Context: an optimization exercise on an open-source flow, tuned for small area, a short achievable clock period and few clock cycles. The choices shown serve that exercise and are no tape-out recipe.
At most, simulation tests tie the RTL to the original design; equivalence was not proved.
Function not checked in run 2: the RTL went through the layout flow alone.
Power figures rest on the tool's default switching activity, not on a simulated workload.

## flow/standard.sh

```bash
#!/bin/bash
# synth_recipe.tcl (not shown) runs the flow's synth.tcl, then flattens the netlist and writes it again
# the make line also repeats each setting of config.mk as NAME=value (left out here)
make -C /OpenROAD-flow-scripts/flow DESIGN_CONFIG=/design/flow/config.mk WORK_HOME=/design/flow/orfs CLKGATE_MAP_FILE= SYNTH_SCRIPT=/design/flow/synth_recipe.tcl "${@:-finish}"
```

## flow/constraint.sdc

```tcl
create_clock -name core_clock -period 10.0 [get_ports {clk}]
set_input_delay 2.0000 -clock core_clock [delete_from_list [all_inputs] [get_ports {clk}]]
set_output_delay 2.0000 -clock core_clock [all_outputs]
set_load 0.01 [all_outputs]
```

## flow/flow/run.sh

```bash
#!/bin/bash
set -euo pipefail
MARGIN=6.8
sed "s/ CLKGATE_MAP_FILE= / CLKGATE_MAP_FILE= SETUP_SLACK_MARGIN=$MARGIN /" standard.sh > standard_margin.sh
grep -q "SETUP_SLACK_MARGIN=$MARGIN" standard_margin.sh
bash standard_margin.sh > standard_margin.log 2>&1
```

## flow/design.v

```verilog
`timescale 1ns / 1ps
module top(
input clk,
input reset,
input start,
input signed [1:0] wrdata,
input signed [15:0] b12_wrdata,
input signed [15:0] b23_wrdata,
input [4:0] wr_b12addr,
input [8:0] wraddr,
input [3:0] wr_b23addr,
input we_data,
input we_b12,
input b23_we,
output [12:0] w12_rdaddr,
input signed [15:0] w12_rddata,
output [7:0] w23_rdaddr,
input signed [15:0] w23_rddata,
output reg done,
output reg [9:0] onehot_enc
);
genvar gi;
integer j, k;
reg wv_img, wv_b12, wv_b23;
reg [7:0] wa;
reg [15:0] wd;
always @(posedge clk) begin
  wv_img <= we_data;
  wv_b12 <= we_b12;
  wv_b23 <= b23_we;
  wa <= we_data ? wraddr[7:0] : (we_b12 ? {3'b0, wr_b12addr[0], wr_b12addr[4:1]} : {4'b0, wr_b23addr});
  wd <= we_data ? {{14{wrdata[1]}}, wrdata} : (we_b12 ? b12_wrdata : b23_wrdata);
end
wire [511:0] imgv;
reg [15:0] b12e [0:9];    
reg [15:0] b12o [0:9];
generate for (gi = 0; gi < 256; gi = gi + 1) begin : g_img
  reg [1:0] px;
  always @(posedge clk)
    if (wv_img && wa == gi) px <= wd[1:0];
  assign imgv[2*gi+1:2*gi] = px;
end endgenerate
function [3:0] enc16(input [15:0] oh);
  integer q;
  begin
    enc16 = 4'd0;
    for (q = 0; q < 16; q = q + 1)
      if (oh[q]) enc16 = enc16 | q[3:0];
  end
endfunction
function [15:0] lowest16(input [15:0] v);
  reg [15:0] below;
  integer q, d;
  begin
    below = {v[14:0], 1'b0};
    for (d = 1; d < 16; d = d * 2)
      for (q = 15; q >= 0; q = q - 1)
        if (q >= d) below[q] = below[q] | below[q-d];
    lowest16 = v & ~below;
  end
endfunction
function amo16(input [15:0] v);
  reg [7:0] a1, o1;
  reg [3:0] a2, o2;
  reg [1:0] a3, o3;
  integer q;
  begin
    for (q = 0; q < 8; q = q + 1) begin
      a1[q] = ~(v[2*q] & v[2*q+1]);
      o1[q] = v[2*q] | v[2*q+1];
    end
    for (q = 0; q < 4; q = q + 1) begin
      a2[q] = a1[2*q] & a1[2*q+1] & ~(o1[2*q] & o1[2*q+1]);
      o2[q] = o1[2*q] | o1[2*q+1];
    end
    for (q = 0; q < 2; q = q + 1) begin
      a3[q] = a2[2*q] & a2[2*q+1] & ~(o2[2*q] & o2[2*q+1]);
      o3[q] = o2[2*q] | o2[2*q+1];
    end
    amo16 = a3[0] & a3[1] & ~(o3[0] & o3[1]);
  end
endfunction
function sgt32(input [31:0] a, input [31:0] b);
  reg [31:0] g, e;
  reg [31:0] ng, ne;
  integer q, w;
  begin
    g = a & ~b;
    e = ~(a ^ b);
    g[31] = ~a[31] & b[31];
    for (w = 1; w < 32; w = w * 2) begin
      ng = g;
      ne = e;
      for (q = 0; q < 32; q = q + 2 * w)
        if (q + w < 32) begin
          ng[q] = g[q+w] | (e[q+w] & g[q]);
          ne[q] = e[q+w] & e[q];
        end
      g = ng;
      e = ne;
    end
    sgt32 = g[0];
  end
endfunction
function [32:0] ksadd(input [31:0] a, input [31:0] b, input cin);
  reg [31:0] g, p, gg, pp, ng, np;
  integer q, d;
  begin
    p = a ^ b;
    g = a & b;
    g[0] = g[0] | (p[0] & cin);
    gg = g;
    pp = p;
    for (d = 1; d < 32; d = d * 2) begin
      ng = gg;
      np = pp;
      for (q = 0; q < 32; q = q + 1)
        if (q >= d) begin
          ng[q] = gg[q] | (pp[q] & gg[q-d]);
          np[q] = pp[q] & pp[q-d];
        end
      gg = ng;
      pp = np;
    end
    ksadd = {gg[31], p ^ {gg[30:0], cin}};
  end
endfunction
function [15:0] relu16(input [15:0] s);
  relu16 = s[15] ? {{3{1'b1}}, s[15:3]} : s;
endfunction
reg factive;       
reg [4:0] fh;      
reg ffirst;        
reg [15:0] goh;    
reg [31:0] rem;    
reg outstanding;   
reg start_q;
always @(posedge clk) start_q <= start & ~reset;
wire [15:0] gnext = {goh[14:0], goh[15]};
reg [31:0] gnx_data;
always @* begin
  gnx_data = 32'd0;
  for (j = 0; j < 16; j = j + 1)
    gnx_data = gnx_data | ({32{gnext[j]}} & imgv[32*j +: 32]);
end
wire [15:0] nzr;
wire [15:0] low;
wire [31:0] low2;
generate for (gi = 0; gi < 16; gi = gi + 1) begin : g_nzr
  assign nzr[gi] = rem[2*gi] | rem[2*gi+1];
  assign low2[2*gi+1:2*gi] = {2{low[gi]}};
end endgenerate
assign low = lowest16(nzr);
wire lig = amo16(nzr);                  
wire [3:0] pidx = enc16(low);
wire [3:0] grp = enc16(goh);
reg [1:0] xv;
always @* begin
  xv = 2'b00;
  for (j = 0; j < 16; j = j + 1)
    xv = xv | ({2{low[j]}} & rem[2*j +: 2]);
end
wire tok_last = lig & goh[15];          
wire bnv_ok;                            
wire bhit;                              
wire emit = factive & ~(tok_last & outstanding) & ~(ffirst & ~bnv_ok);
wire take;                              
always @(posedge clk) begin
  if (start_q) begin
    goh <= 16'd1;
    rem <= imgv[31:0];
  end else if (emit) begin
    if (lig) begin
      goh <= gnext;
      rem <= gnx_data;
    end else
      rem <= rem & ~low2;
  end
end
always @(posedge clk) begin
  if (reset) begin
    factive <= 1'b0;
  end else if (start_q) begin
    factive <= 1'b1;
    fh <= 5'd0;
    ffirst <= 1'b1;
  end else if (emit) begin
    ffirst <= tok_last;
    if (tok_last) begin
      fh <= fh + 5'd1;
      if (fh == 5'd19) factive <= 1'b0;
    end
  end
end
always @(posedge clk) begin
  if (reset || start_q) outstanding <= 1'b0;
  else if (emit && tok_last) outstanding <= 1'b1;
  else if (take) outstanding <= 1'b0;
end
reg [12:0] a12;      
reg [15:0] bnext;    
reg bnv;             
reg [1:0] x1, x2;
reg first1, last1, first2, last2, last3;
reg [15:0] b12q;
reg [15:0] wq, acc, pending;
reg pend_v;
assign w12_rdaddr = a12;
always @(posedge clk) begin
  a12 <= {fh, grp, pidx};
  wq <= w12_rddata;
  b12q <= bnext;
  x2 <= x1;
  if (reset) begin
    x1 <= 2'b00; first1 <= 1'b0; last1 <= 1'b0;
    first2 <= 1'b0; last2 <= 1'b0; last3 <= 1'b0;
  end else begin
    x1 <= emit ? xv : 2'b00;
    first1 <= emit & ffirst;
    last1 <= emit & tok_last;
    first2 <= first1;
    last2 <= last1;
    last3 <= last2;
  end
end
wire [4:0] bp = ~factive ? 5'd0 : (ffirst ? fh : fh + 5'd1);
assign bnv_ok = bnv;
always @(posedge clk) begin
  if (reset || wv_b12 || (emit && ffirst)) bnv <= 1'b0;
  else if (~first1 && bhit) bnv <= 1'b1;
  if (~bnv && ~first1 && bhit) bnext <= bp[0] ? b12o[0] : b12e[0];
end
wire [15:0] tsel = x2[0] ? wq : {wq[14:0], 1'b0};
wire [15:0] term = (x2 == 2'b00) ? 16'd0 : (x2[1] ? ~tsel : tsel);
always @(posedge clk)
  acc <= ksadd({16'd0, first2 ? b12q : acc}, {16'd0, term}, x2[1]);
always @(posedge clk) begin
  if (last3) pending <= relu16(acc);
  if (reset || start_q) pend_v <= 1'b0;
  else if (last3) pend_v <= 1'b1;
  else if (take) pend_v <= 1'b0;
end
reg [3:0] na;         
reg busy;             
reg [1:0] kc;         
reg [4:0] fh2;        
reg [7:0] a23;
reg [15:0] cur;       
reg [5:0] chq;        
reg [4:0] chunk;
reg vB, initB, finalB, initC, finalC, finalD;
reg [1:0] kB, kC;
reg [19:0] prodq;
reg [31:0] accr [0:9];
reg [31:0] best;
assign w23_rdaddr = a23;
wire wrap = (na == 4'd9);
wire [3:0] na_n = wrap ? 4'd0 : na + 4'd1;
wire cont = busy && (kc != 2'd3);
assign take = wrap && !cont && pend_v;
wire [4:0] fh2_t = take ? fh2 + 5'd1 : fh2;
always @(posedge clk) begin
  if (reset) na <= 4'd0;
  else na <= na_n;
  fh2 <= (reset || start_q) ? 5'd31 : fh2_t;
  a23 <= wrap ? {3'b0, fh2_t} : a23 + 8'd20;
  if (reset || start_q) begin
    busy <= 1'b0;
  end else if (wrap) begin
    if (cont) kc <= kc + 2'd1;
    else if (pend_v) begin busy <= 1'b1; kc <= 2'd0; end
    else busy <= 1'b0;
  end
  if (busy && kc == 2'd0 && na == 4'd0) begin
    cur <= pending;
  end
end
always @* begin
  case (kc)
    2'd0: chunk = {w23_rddata[3:0], 1'b0};
    2'd1: chunk = w23_rddata[7:3];
    2'd2: chunk = w23_rddata[11:7];
    default: chunk = w23_rddata[15:11];
  endcase
end
always @(posedge clk) begin
  chq <= {bsel(chunk[4:2]), bsel(chunk[2:0])};
  kB <= kc;
  if (reset) begin
    vB <= 1'b0; initB <= 1'b0; finalB <= 1'b0;
  end else begin
    vB <= busy;
    initB <= busy && fh2 == 5'd0 && kc == 2'd0;
    finalB <= busy && fh2 == 5'd19 && kc == 2'd3;
  end
end
function [19:0] booth2(input [15:0] a, input [5:0] d);
  reg [17:0] ae, p0, p1;
  reg [19:0] o0, o1, o2, sv, cv;
  reg [32:0] sum;
  begin
    ae = {{2{a[15]}}, a};
    p0 = ({18{d[0]}} & ae) | ({18{d[1]}} & {ae[16:0], 1'b0});
    p1 = ({18{d[3]}} & ae) | ({18{d[4]}} & {ae[16:0], 1'b0});
    if (d[2]) p0 = ~p0;
    if (d[5]) p1 = ~p1;
    o0 = {{2{p0[17]}}, p0};
    o1 = {p1, 1'b0, d[2]};
    sv = o0 ^ o1;
    cv = o0 & o1;
    sum = ksadd({12'd0, sv}, {12'd0, cv[18:0], 1'b0} | {29'd0, d[5], 2'b00}, 1'b0);
    booth2 = sum[19:0];
  end
endfunction
function [2:0] bsel(input [2:0] c);
  bsel = {c[2], (c[2] & ~c[1] & ~c[0]) | (~c[2] & c[1] & c[0]), c[1] ^ c[0]};
endfunction
always @(posedge clk) begin
  prodq <= vB ? booth2(cur, chq) : 20'd0;
  kC <= kB;
  if (reset) begin
    initC <= 1'b0; finalC <= 1'b0;
  end else begin
    initC <= initB;
    finalC <= finalB;
  end
end
reg [15:0] b23r [0:9];
reg [9:0] wrot;
always @(posedge clk)
  if (reset) wrot <= 10'd2;
  else wrot <= {wrot[0], wrot[9:1]};
reg [9:0] wdec, wsel;
always @* begin
  for (j = 0; j < 10; j = j + 1)
    wdec[j] = (wa[3:0] == j);
  for (j = 0; j < 10; j = j + 1) begin
    wsel[j] = 1'b0;
    for (k = 0; k < 10; k = k + 1)
      wsel[j] = wsel[j] | (wdec[k] & wrot[(j - k + 10) % 10]);
  end
end
always @(posedge clk)
  for (j = 0; j < 10; j = j + 1) begin
    b23r[j] <= (wv_b23 & wsel[j]) ? wd : b23r[(j + 1) % 10];
    b12e[j] <= (wv_b12 & ~wa[4] & wsel[j]) ? wd : b12e[(j + 1) % 10];
    b12o[j] <= (wv_b12 & wa[4] & wsel[j]) ? wd : b12o[(j + 1) % 10];
  end
wire [3:0] nhead = (na >= 4'd2) ? na - 4'd2 : na + 4'd8;
assign bhit = (nhead == bp[4:1]);
wire [31:0] addA = initC ? {{6{b23r[0][15]}}, b23r[0], 10'd0} : accr[0];
wire [31:0] pext = {{12{prodq[19]}}, prodq};
wire [31:0] addB = pext << {kC, 2'b00};
wire [32:0] sum_c = ksadd(addA, addB, 1'b0);
always @(posedge clk) begin
  for (j = 0; j < 9; j = j + 1) accr[j] <= accr[j+1];
  accr[9] <= sum_c[31:0];
end
wire [3:0] nD = (na >= 4'd3) ? na - 4'd3 : na + 4'd7;
wire [31:0] fo = {accr[9][31:3], accr[9][2:0] & {3{~accr[9][31]}}};
wire gt = sgt32(fo, best);
always @(posedge clk) begin
  if (reset) finalD <= 1'b0;
  else finalD <= finalC;
  if (reset || start) done <= 1'b0;
  else if (finalD) begin
    if (nD == 4'd0 || gt) begin
      best <= fo;
      onehot_enc <= 10'd1 << nD;
    end
    if (nD == 4'd9) done <= 1'b1;
  end
end
endmodule
```

## flow/config.mk

```make
export PLATFORM = sky130hd
export DESIGN_NAME = top
export DESIGN_NICKNAME = top
export VERILOG_FILES = /design/flow/design.v
export SDC_FILE = /design/flow/constraint.sdc
export NUM_CORES = 4
export LEC_CHECK = 0
export CAP_MARGIN = 20
export CORE_MARGIN = 2
export CORE_UTILIZATION = 50
export CTS_BUF_LIST = sky130_fd_sc_hd__clkbuf_16
export CTS_CLUSTER_DIAMETER = 90
export CTS_CLUSTER_SIZE = 28
export PLACE_DENSITY = 0.55
export SLEW_MARGIN = 20
```

==> results of run 1 <==
==> final timing paths <==
kind	startpoint	slack, ns	cells after the start	end
worst min-delay path	accr[1][11]	0.33	0	accr[0][11]
worst min register to register	accr[1][11]	0.33	0	accr[0][11]
worst max-delay path	onehot_enc[7]	6.78	1	onehot_enc[7]
worst max register to register	wa[3]	6.86	8	b12e[8][5]
==> cell usage in the layout (no fill, tap or decap), types with 28 or more instances in the layout <==
master,instances
buf_4,120
xnor2_1,86
clkbuf_16,77
buf_2,29
nand2b_1,37
edfxtp_1,644
clkdlybuf4s50_1,87
a211oi_1,32
nor2b_1,66
nand4_1,36
inv_1,122
nor2_1,373
dfxtp_1,942
nand3_1,48
a22oi_1,99
nor3_1,42
nand2_1,161
a221oi_1,115
and3_1,28
mux2i_1,38
a22o_1,112
o21ai_0,99
ha_1,117
a21oi_1,77
mux2_2,541
==> state kept, by name (all words and copies together) (netlist names), 20 cells and up <==
register	flops
b23r	160
b12o	160
accr	320
b12e	160
rem	32
prodq	20
g_img.px	512
best	32
==> what timing repair did <==
item | CTS | global route
gates resized for setup | 255 | 91
cloned | 2 | 7
setup buffers | 28 | 45
pin swaps | 20 | 44
endpoints found under the setup margin | 774 | 350
==> cell type report <==
class / count / area [um2]
fillers: 9962 / 52600
flip-flops and latches: 1625 / 39100
multi-input cells: 2467 / 19600
repair buffers: 262 / 2430
well taps: 1536 / 1920
clock buffers: 71 / 1780
inverters: 95 / 360
clock inverters: 42 / 223
diodes: 1 / 2.50
==> metal layers <==
layer	wire length [um]	part of all wire, %
met1	66400	46
met5	0	0
met4	3380	2.3
met2	66400	46
met3	8720	6.0
==> power groups by stage <==
stage	Combinational (mW)	Clock (mW)	Sequential, mW
floorplan	1.18	0	8.21
global placement	1.45	0	8.40
detailed placement	1.46	0	8.41
CTS	1.52	3.48	8.26
global route	1.69	3.69	8.35
finish	1.53	3.37	8.25
==> kinds of logic (layout without fill, tap and decap cells) <==
group           Yosys count  count (layout)
mux                     589             589
compound gates          707             707
simple gates            925             925
flops                  1625            1625
buf+inv                 395             470
fa+ha+maj               133             133
xor+xnor                113             113
other cells               0               1
==> run notes, run 1 <==
Ports 122; max_cap viols 0; critical path's top delay family flip-flops; Nets 4743; Die ar. 122000 um2; largest net degree at the start of global routing 257; mux share of post-synthesis cell area 11.2%; initial antenna violation count 4; initial DRC count 3067; Sink Count 1625; Synth cell types 68; top_reg_cell synth dfxtp_1; Residual DRC 0; RSZ-0062 raised after global routing true; critical path arrival 1.22 ns; Reg power frac 62.8%; WL final 145 mm; number of global-route vias before repair 33560; Clock Latency Late Sink 0.70 ns; Final Slew Violations 0; Adder-Cell Fraction of Synth Area 2.85%; Critical Path, Cell by Cell buf_2; asr flop ratio synth 0%; crit path kind reg2out; slew margin rel. 29.0%; clock share of power 25.6%; Die Height 349 um; Post-synth top cells dfxtp_1 (981), edfxtp_1 (644), mux2_2 (541); Port Buffers 120; Yosys top cell by area dfxtp_1; Syn Nets 4710; CP max stage delay 0.40 ns; Critical Path RT 8.00 ns; slowest stage cell, crit path edfxtp_1; Final period util 32.2%; GR Util met3 3.31%; Layout Cell Area excl Fill 65400 um2; Finished Layout Cells 6099; final worst slack 6.78 ns; Pint 10.1 mW; complex-gate fraction of the synthesized area 8.62%; post-synthesis register bit count 1625; TritonCTS Buffers 69; Syn Area/Cell 13.2 um2; minimum clock period 3.22 ns; Fin Setup TNS 0 ns; Synth area leaders dfxtp_1 (33%), edfxtp_1 (33%), mux2_2 (10%), ha_1 (2.7%), nor2_1 (2.4%); global-route wire length before repair 214 mm; met2 track utilization from global routing 37.1%; Finished Core Util 55.4%; Slew @ Worst Pin 1.06 ns; met1 Usage GRT 34.0%; core area 118000 um2; synthesized area 59400 um2; Tot Pwr 13.2 mW; max frequency 310 MHz; Most Crowded Layer GR met2; critical path capture point type primary output; CP startpoint kind flop; most frequent cell after synthesis dfxtp_1; Yosys top cell area share 33.1%; Hold Crit Class reg2reg; Sw Pwr 3.06 mW; Post-CTS Hold Buffers 0; GPL Wtd Cong 0.877; cell row count 126; post-place instance area 61800 um2; WP buf/inv 1; YS warnings 5; vias 34894; Die W 349 um; Root Driver clkbuf_16; Placed Instances 5902; Worst Skew 0.0365 ns; final hold violation count 0; Comb pwr share 11.6%; Layout area overhead 10.1%; DR WL/cell 23.8 um; Via density 5.72; hpwl dp 87.6 mm; DRT Pass-1 Iters 5; Syn Inst Count 4487; Overflow after GRT 0; Peak VDD IR 141 uV; # setup viols final 0; Overall Global Routing Usage 23.3%; CTS tree done; power per cell area 201 nW/um2; Post-Synth Simple-Gate Area 7.35%; Routed Antenna Nets 0; H-tree depth 3; Worst-path clk slew 0.11 ns; share of layout cells above drive strength 1 21.7%; Initial Utilization 50.3%; Seq/Total Area, Yosys 65.6%; Crit Path Max Fanout 1; Post-synth EDFFs 644; Static Leakage 24.2 nW; hold_ws 0.328 ns; switching share of power 23.3%; Max Buffers Root-to-Sink 3; Synth Area in XOR/XNOR 1.67%; DP Worst Slack 5.68 ns; largest family of logic cells by synthesized area multiplexers; status finished clean
Testbench counts, summed over its fixed seeds: cycles 98,484.
==> run 2: changes to the inputs <==
--- a/flow/design.v
+++ b/flow/design.v
@@ -202,6 +202,5 @@
 reg bnv;             
-reg [1:0] x1, x2;
-reg first1, last1, first2, last2, last3;
-reg [15:0] b12q;
-reg [15:0] wq, acc, pending;
+reg [1:0] x1;
+reg first1, last1, last2;
+reg [15:0] acc, pending;
 reg pend_v;
@@ -210,8 +209,4 @@
   a12 <= {fh, grp, pidx};
-  wq <= w12_rddata;
-  b12q <= bnext;
-  x2 <= x1;
   if (reset) begin
-    x1 <= 2'b00; first1 <= 1'b0; last1 <= 1'b0;
-    first2 <= 1'b0; last2 <= 1'b0; last3 <= 1'b0;
+    x1 <= 2'b00; first1 <= 1'b0; last1 <= 1'b0; last2 <= 1'b0;
   end else begin
@@ -220,5 +215,3 @@
     last1 <= emit & tok_last;
-    first2 <= first1;
     last2 <= last1;
-    last3 <= last2;
   end
@@ -232,10 +225,10 @@
 end
-wire [15:0] tsel = x2[0] ? wq : {wq[14:0], 1'b0};
-wire [15:0] term = (x2 == 2'b00) ? 16'd0 : (x2[1] ? ~tsel : tsel);
+wire [15:0] tsel = x1[0] ? w12_rddata : {w12_rddata[14:0], 1'b0};
+wire [15:0] term = (x1 == 2'b00) ? 16'd0 : (x1[1] ? ~tsel : tsel);
 always @(posedge clk)
-  acc <= ksadd({16'd0, first2 ? b12q : acc}, {16'd0, term}, x2[1]);
+  acc <= ksadd({16'd0, first1 ? bnext : acc}, {16'd0, term}, x1[1]);
 always @(posedge clk) begin
-  if (last3) pending <= relu16(acc);
+  if (last2) pending <= relu16(acc);
   if (reset || start_q) pend_v <= 1'b0;
-  else if (last3) pend_v <= 1'b1;
+  else if (last2) pend_v <= 1'b1;
   else if (take) pend_v <= 1'b0;
==> run 2 against run 1 <==
Critical path depth increased by 7. Global-route usage is 1.2 points higher. Still clean on timing, DRC and antenna. Die area shrank 0.37%. Utilization decreased by 0.33 points. Hold slack got worse by 0.013 ns. Clock skew rose by 0.0020 ns. Largest power group unchanged. Flip-flop and latch count decreased by 36. First-iteration DRC count is 9.7% lower. Final cell count barely moved. Highest routed layer unchanged.
==> run notes, run 2 <==
status finished clean; CP startpoint kind input port; commonest non-fill, non-tap cell in the layout dfxtp_1; Post-synth top cells dfxtp_1 (945), edfxtp_1 (644), mux2_2 (539); Seq/Total Area, Yosys 64.7% (-0.97 points); CTS tree done; Syn Inst Count 4511 (+0.53%); Reg power frac 62.0% (-0.8 points); Post-CTS Hold Buffers 0 (unchanged); WL final 151 mm (+4.2%); most frequent cells in the layout dfxtp_1 (898), edfxtp_1 (644), mux2_2 (539), nor2_1 (398), a22oi_1 (212); Crit Path Max Fanout 4 (+3); critical path arrival 3.97 ns (+2.75 ns); TritonCTS Buffers 68 (-1.4%); largest net degree at the start of global routing 246 (-4.3%); Tot Pwr 13.0 mW (-1.1%); Yosys top cell area share 32.7% (-0.38 points); Ports 122 (unchanged); Initial Utilization 50.2% (-0.12 points); Post-synth EDFFs 644 (unchanged); Synth cell types 82 (+21%); DR WL/cell 24.7 um (+4.1%); initial antenna violation count 3 (-1); cell row count 126 (unchanged); slew margin rel. 7.97% (-21 points); Worst-path clk slew 0.11 ns (about the same); Finished Core Util 55.1% (-0.33 points); Residual DRC 0 (unchanged); DRT Pass-1 Iters 5 (unchanged); Root Driver clkbuf_16; final hold violation count 0 (unchanged); Peak VDD IR 142 uV (+0.68%); top_reg_cell synth dfxtp_1; Die ar. 121000 um2 (-0.37%); minimum clock period 3.42 ns (+0.197 ns); Slew @ Worst Pin 1.38 ns (+0.317 ns); Port Buffers 120 (unchanged); Syn Area/Cell 13.1 um2 (-0.90%); most frequent cell after synthesis dfxtp_1; global-route wire length before repair 223 mm (+3.9%); power per cell area 201 nW/um2 (-0.34%); Overflow after GRT 0 (unchanged); Reg2Reg Launch Point kC[0]; Hold Crit Class reg2reg; Layout area overhead 9.69%; vias 35200 (+0.88%); YS warnings 5 (unchanged); startpoint of the worst hold path accr[7][18]; depth of the most critical reg-to-reg path 10 (+2); Pint 9.96 mW (-1.3%); post-synthesis register bit count 1589 (-2.2%); synthesized area 59200 um2 (-0.37%); Nets 4739 (-0.084%); hpwl dp 93.8 mm (+7.0%); asr flop ratio synth 0% (unchanged); Synth area leaders edfxtp_1 (33%), dfxtp_1 (32%), mux2_2 (10%), ha_1 (2.7%), a22oi_1 (2.7%); Fin Setup TNS 0 ns (unchanged); share of layout cells above drive strength 1 21.6% (-0.14 points); GPL Wtd Cong 0.864 (-1.5%); initial DRC count 2768 (-9.7%); Yosys top cell by area edfxtp_1; Worst Skew 0.0385 ns (+0.00199 ns); switching share of power 23.4% (+0.15 points); crit path kind in2reg; max reg flops 512 (unchanged); Routed Antenna Nets 0 (unchanged); number of global-route vias before repair 33992 (+1.3%); Static Leakage 23.8 nW (-2.0%); clock share of power 25.8% (+0.2 points); max_cap viols 0 (unchanged); worst r2r dst accr[9][28]; critical path capture point type flop; Critical Path Sink acc[15]; Die W 348 um (-0.19%); Die Height 348 um (-0.19%); Sw Pwr 3.05 mW (-0.43%); Sink Count 1589 (-2.2%); RSZ-0062 raised after global routing true; Final Slew Violations 0 (unchanged); Max Buffers Root-to-Sink 3 (unchanged); Comb pwr share 12.2% (+0.6 points); max frequency 292 MHz (-5.8%); Largest regs g_img.px x512, accr x320; Overall Global Routing Usage 24.5% (+1.2 points); H-tree depth 3 (unchanged); Syn Nets 4734 (+0.51%); Top reg by flops g_img.px; CP startpoint w12_rddata[13]; Final period util 34.2% (+2.0 points); FF-to-FF setup slack 6.84 ns (-0.02 ns); Critical Path RT 10.55 ns (+2.55 ns); Via density 5.77 (+0.83%); core area 118000 um2 (-0.13%); Clock Latency Late Sink 0.69 ns (about the same); # setup viols final 0 (unchanged)
## run 2: cell count changes after synthesis, moves of 14 or more
cell,previous run,this run
a22oi_1,104,213
a221oi_1,117,66
a22o_1,112,62
nand2_1,163,119
dfxtp_1,981,945
nand3_1,54,83
clkbuf_1,227,204
nor2_1,385,406
buf_2,52,70
a211oi_1,37,51
## run 2: how the worst min path moves through the flow
stage	cells past startpoint	slack, ns	end
CTS	0	0.32	accr[5][10]
global route	0	0.33	accr[5][28]
detailed placement	0	0.31	accr[0][2]
global placement	0	0.31	accr[2][3]
floorplan	0	0.31	accr[0][0]
finish	0	0.31	accr[6][18]
## run 2: kinds of logic (layout without fill, tap and decap cells)
| group | count (synthesis) | count (layout) | synth area share, % |
|---|---|---|---|
| other | 0 | 2 | 0 |
| and+or+nand+nor | 965 | 965 | 7.86 |
| buffers and inverters | 388 | 441 | 2.70 |
| muxes | 594 | 594 | 11.3 |
| xor gates and xnor gates | 105 | 105 | 1.55 |
| AOI/OAI and AO/OA | 736 | 736 | 8.98 |
| DFF | 1589 | 1589 | 64.7 |
| adders and majority gates | 134 | 134 | 2.89 |
## run 2: layout make-up
class / instances / area, um2
clock inverters: 46 / 251
well taps: 1536 / 1920
diodes: 2 / 5.00
fillers: 9956 / 52900
clock buffers: 72 / 1800
multi-input cells: 2534 / 20000
flip-flops and latches: 1589 / 38400
inverters: 86 / 323
repair buffers: 237 / 2200
## run 2: timing repair
item	4_1_cts	5_1_grt
gates cloned	3	0
resized for setup	309	64
setup buffers	36	26
pin swaps	45	41
setup endpoints to repair	860	250
## run 2: per-layer routing
| layer | vias to the layer above | global-route usage (%) | share of wire, % |
|---|---|---|---|
| li1 | 16493 | - | - |
| met2 | 818 | 40.6 | 48 |
| met4 | 0 | 5.19 | 2.1 |
| met3 | 183 | 2.57 | 4.2 |
| met5 | - | 0 | 0 |
| met1 | 17706 | 34.9 | 46 |
## run 2: through the flow
| stage | worst slack [ns] | instance area (um2) | std cells | hold WS (ns) |
|---|---|---|---|---|
| finish | 6.58 | 64900 | 6102 | 0.315 |
| global route | 6.50 | 64900 | 6100 | 0.330 |
| CTS | 6.55 | 64400 | 6074 | 0.317 |
| detailed placement | 5.20 | 61600 | 5917 | 0.312 |
| global placement | 5.21 | 61600 | 5917 | 0.310 |
| floorplan | 6.12 | 59300 | 4511 | 0.310 |
## run 2: power groups by stage
stage | logic, mW | clock network [mW] | registers, mW
floorplan | 1.16 | 0 | 8.05
global placement | 1.49 | 0 | 8.22
detailed placement | 1.50 | 0 | 8.23
CTS | 1.57 | 3.46 | 8.08
global route | 1.74 | 3.67 | 8.17
finish | 1.58 | 3.36 | 8.07
## run 2: critical path, stage by stage
cell and delay [ns]:
clkdlybuf4s50_1 0.58, nand2_1 0.10, nand3_1 0.10, o21ai_0 0.09, ha_1 0.39, or4_1 0.52
o311ai_0 0.11, nor3_1 0.08

-- port drivers added, routing unchanged --
In the flow no input, the clock included, has a driving cell. The finished layouts below were timed again as built, in two steps. Step 1 assumes that a clkbuf_16 drives the clock port and a buf_2 every other input. Step 2 adds t to the input delays and takes it off the output delays; t is the mean of the earliest and latest rising clock arrival at the registers after step 1. Input paths then give back, and output paths get back, about the clock's delay inside the block. Three values: no drivers, after step 1, after step 2; two values: the first two.
run	shift t [ns]	slack for setup (ns)	worst data-port slew with drivers (ns)
run 1	0.754	6.777 / 6.702 / 6.245	0.06
run 2	0.744	6.579 / 6.590 / 5.853	0.12
After both steps setup and hold are still met in every run listed. The setup slack of run 2, which loses most, moves by +0.011 ns with the drivers and by -0.726 ns with both steps.
